What follows belongs to an exercise in optimizing a design on an open flow for small area and a short achievable clock period; a production flow would make more cautious choices. At most, simulation tests tie the RTL to the original design; equivalence was not proved. Power is estimated from default activity; no workload was simulated.

== red ==
## pipeline_sum
module pipeline_sum (
    input clk,
    input [15:0] a, b,
    output [31:0] r
);
  wire [0:0] s0_r15_t = a[15:15];
  wire s0_r15_hz = ~(|b[15:1]);
  wire [1:0] s0_r15_bo;
  assign s0_r15_bo[0] = 1'b0;
  assign s0_r15_bo[1] = (s0_r15_t[0] ^ b[0]) ? b[0] : s0_r15_bo[0];
  wire s0_r15_q = s0_r15_hz & ~s0_r15_bo[1];
  wire [0:0] s0_r15_d;
  assign s0_r15_d[0] = s0_r15_t[0] ^ (s0_r15_q & (b[0] ^ s0_r15_bo[0]));
  wire [15:0] s0_r15_ra = {s0_r15_d, a[14:0]};
  wire [1:0] s0_r14_t = s0_r15_ra[15:14];
  wire s0_r14_hz = ~(|b[15:2]);
  wire [2:0] s0_r14_bo;
  assign s0_r14_bo[0] = 1'b0;
  assign s0_r14_bo[1] = (s0_r14_t[0] ^ b[0]) ? b[0] : s0_r14_bo[0];
  assign s0_r14_bo[2] = (s0_r14_t[1] ^ b[1]) ? b[1] : s0_r14_bo[1];
  wire s0_r14_q = s0_r14_hz & ~s0_r14_bo[2];
  wire [1:0] s0_r14_d;
  assign s0_r14_d[0] = s0_r14_t[0] ^ (s0_r14_q & (b[0] ^ s0_r14_bo[0]));
  assign s0_r14_d[1] = s0_r14_t[1] ^ (s0_r14_q & (b[1] ^ s0_r14_bo[1]));
  wire [15:0] s0_r14_ra = {s0_r14_d, s0_r15_ra[13:0]};
  wire [2:0] s0_r13_t = s0_r14_ra[15:13];
  wire s0_r13_hz = ~(|b[15:3]);
  wire [3:0] s0_r13_bo;
  assign s0_r13_bo[0] = 1'b0;
  assign s0_r13_bo[1] = (s0_r13_t[0] ^ b[0]) ? b[0] : s0_r13_bo[0];
  assign s0_r13_bo[2] = (s0_r13_t[1] ^ b[1]) ? b[1] : s0_r13_bo[1];
  assign s0_r13_bo[3] = (s0_r13_t[2] ^ b[2]) ? b[2] : s0_r13_bo[2];
  wire s0_r13_q = s0_r13_hz & ~s0_r13_bo[3];
  wire [2:0] s0_r13_d;
  assign s0_r13_d[0] = s0_r13_t[0] ^ (s0_r13_q & (b[0] ^ s0_r13_bo[0]));
  assign s0_r13_d[1] = s0_r13_t[1] ^ (s0_r13_q & (b[1] ^ s0_r13_bo[1]));
  assign s0_r13_d[2] = s0_r13_t[2] ^ (s0_r13_q & (b[2] ^ s0_r13_bo[2]));
  wire [15:0] s0_r13_ra = {s0_r13_d, s0_r14_ra[12:0]};
  reg [15:0] ra_c1;
  reg [15:0] bb_c1;
  reg [2:0] ah_c1;
  reg q15_c1;
  reg q14_c1;
  reg q13_c1;
  always_ff @(posedge clk) begin
  ...
Size in the first run: ~1900 cells after synthesis, roughly 110 flip-flops, ~65 I/O pins, about 11000 um^2 of cells after synthesis.
clock: 36.0 ns
lec_check: 0
abc_area: 1
cap_margin: 20
core_margin: 2
core_utilization: 55
slew_margin: 20
standard.sh (not shown) runs the stock make flow with config.mk's settings and CLKGATE_MAP_FILE= SYNTH_SCRIPT=/design/flow/synth_recipe.tcl, a recipe that flattens the netlist after the stock synthesis.
==> flow/flow/run.sh <==
#!/bin/bash
set -euo pipefail
MARGIN=25.5
PLAT="$FLOW_HOME/platforms/sky130hd/config.mk"
BASE=$(sed -n '/^export DONT_USE_CELLS += /,/^#/p' "$PLAT" | grep -o 'sky130_fd_sc_hd__[a-z0-9_]*' | tr '\n' ' ')
EXTRA=""
for c in maj3_1 maj3_2 maj3_4 fa_1 fa_2 fa_4 fah_1 fahcin_1 fahcon_1 ha_1 ha_2 ha_4; do
  EXTRA="$EXTRA sky130_fd_sc_hd__$c"
done
bash standard.sh SETUP_SLACK_MARGIN=$MARGIN SETUP_MOVE_SEQUENCE=sizeup,swap SKIP_GATE_CLONING=1 \
  "BUFFER_PORTS_ARGS=-buffer_cell sky130_fd_sc_hd__buf_1" \
  "DONT_USE_CELLS=$BASE$EXTRA" finish > make_finish.log 2>&1
The inputs of blue differ from those of red as listed below.
--- a/flow/design.v
+++ b/flow/design.v
@@ -481,36 +481,30 @@
   assign s2_x4_k3_gu[12] = (s2_x4_t[11] ^ s2_x4_b3[11]) ? s2_x4_b3[11] : s2_x4_k3_gu[11];
   assign s2_x4_k3_gu[13] = (s2_x4_t[12] ^ s2_x4_b3[12]) ? s2_x4_b3[12] : s2_x4_k3_gu[12];
   assign s2_x4_k3_gu[14] = (s2_x4_t[13] ^ s2_x4_b3[13]) ? s2_x4_b3[13] : s2_x4_k3_gu[13];
   assign s2_x4_k3_gu[15] = (s2_x4_t[14] ^ s2_x4_b3[14]) ? s2_x4_b3[14] : s2_x4_k3_gu[14];
   assign s2_x4_k3_gu[16] = (s2_x4_t[15] ^ s2_x4_b3[15]) ? s2_x4_b3[15] : s2_x4_k3_gu[15];
   wire s2_x4_k3_pu = ~(|(s2_x4_t[15:8] ^ {s2_x4_b3[15], s2_x4_b3[14], s2_x4_b3[13], s2_x4_b3[12], s2_x4_b3[11], s2_x4_b3[10], s2_x4_b3[9], s2_x4_b3[8]}));
   wire s2_x4_ge3 = ~(|s2_x4_b3[17:16]) & ~(s2_x4_k3_gu[16] | (s2_x4_k3_pu & s2_x4_c3[8]));
   wire s2_x4_q1 = s2_x4_ge2;
   wire s2_x4_q0 = s2_x4_q1 ? s2_x4_ge3 : s2_x4_ge1;
-  wire [12:0] ml = {1'b0, ym2[11:0]} + {1'b0, 1'b0, 1'b0, 1'b0, 1'b0, 1'b0, 1'b0, 1'b0, s2_r4_q, s2_r3_q, s2_r2_q, 1'b0, 1'b0};
+  wire [6:0] ml = {1'b0, ym2[5:0]} + {1'b0, 1'b0, s2_r4_q, s2_r3_q, s2_r2_q, 1'b0, 1'b0};
   wire lc1 = ml[0] & s2_x4_q0;
   wire lc2 = (ml[1] & s2_x4_q1) | ((ml[1] | s2_x4_q1) & lc1);
-  wire [12:0] lo7;
+  wire [6:0] lo7;
   assign lo7[0] = ml[0] ^ s2_x4_q0;
   assign lo7[1] = ml[1] ^ s2_x4_q1 ^ lc1;
   assign lo7[2] = ml[2] ^ (lc2 & (1'b1));
   assign lo7[3] = ml[3] ^ (lc2 & (&ml[2:2]));
   assign lo7[4] = ml[4] ^ (lc2 & (&ml[3:2]));
   assign lo7[5] = ml[5] ^ (lc2 & (&ml[4:2]));
   assign lo7[6] = ml[6] ^ (lc2 & (&ml[5:2]));
-  assign lo7[7] = ml[7] ^ (lc2 & (&ml[6:2]));
-  assign lo7[8] = ml[8] ^ (lc2 & (&ml[7:2]));
-  assign lo7[9] = ml[9] ^ (lc2 & (&ml[8:2]));
-  assign lo7[10] = ml[10] ^ (lc2 & (&ml[9:2]));
-  assign lo7[11] = ml[11] ^ (lc2 & (&ml[10:2]));
-  assign lo7[12] = ml[12] ^ (lc2 & (&ml[11:2]));
-  wire [5:0] h0 = ym2[17:12];
-  reg [12:0] lo_c3;
-  reg [5:0] hi_c3;
+  wire [11:0] h0 = ym2[17:6];
+  reg [6:0] lo_c3;
+  reg [11:0] hi_c3;
   always_ff @(posedge clk) begin
     lo_c3 <= lo7;
     hi_c3 <= h0;
   end
-  wire [5:0] hs = hi_c3 + {5'd0, lo_c3[12]};
-  assign r = {14'd0, hs, lo_c3[11:0]};
+  wire [11:0] hs = hi_c3 + {11'd0, lo_c3[6]};
+  assign r = {14'd0, hs, lo_c3[5:0]};
 endmodule
### Flow results
blue ended up with a lower data required time of the worst path than red did.
Re H-tree depth reported by CTS: no difference whatsoever between red and blue.
Against red as the reference, blue delivers a lower wire length on met2.
Compared with red, in blue switching fraction of total power lower, number of max-cap violations roughly the same.
No functional check of the RTL was part of red.

afterwards: timing with drivers on the ports:
The results above use ideal ports. As a check the final layouts listed here were re-extracted and re-timed, cells and wires unchanged.
Step 1 sets driving cells, clkbuf_16 on the clock port and buf_2 on the other inputs (assumed; they add their load-dependent delay and slew).
Step 2, shift: input delay + t, output delay - t, t = (earliest + latest rising clock arrival at the registers) / 2. This alone moves slack from input paths to output paths.
Slacks: ideal ports / drivers / drivers and shift; pairs: ideal ports / drivers.
run	shift t [ns]	setup slack, ns	hold WS [ns]
red	0.406	26.470 / 26.495 / 26.088	0.329 / 0.329 / 0.329
blue	0.406	26.201 / 26.227 / 25.820	0.333 / 0.333 / 0.333
After both steps every run listed still meets setup and hold. For red, which loses most, drivers alone change the setup slack by +0.025 ns; drivers and shift together by -0.382 ns.
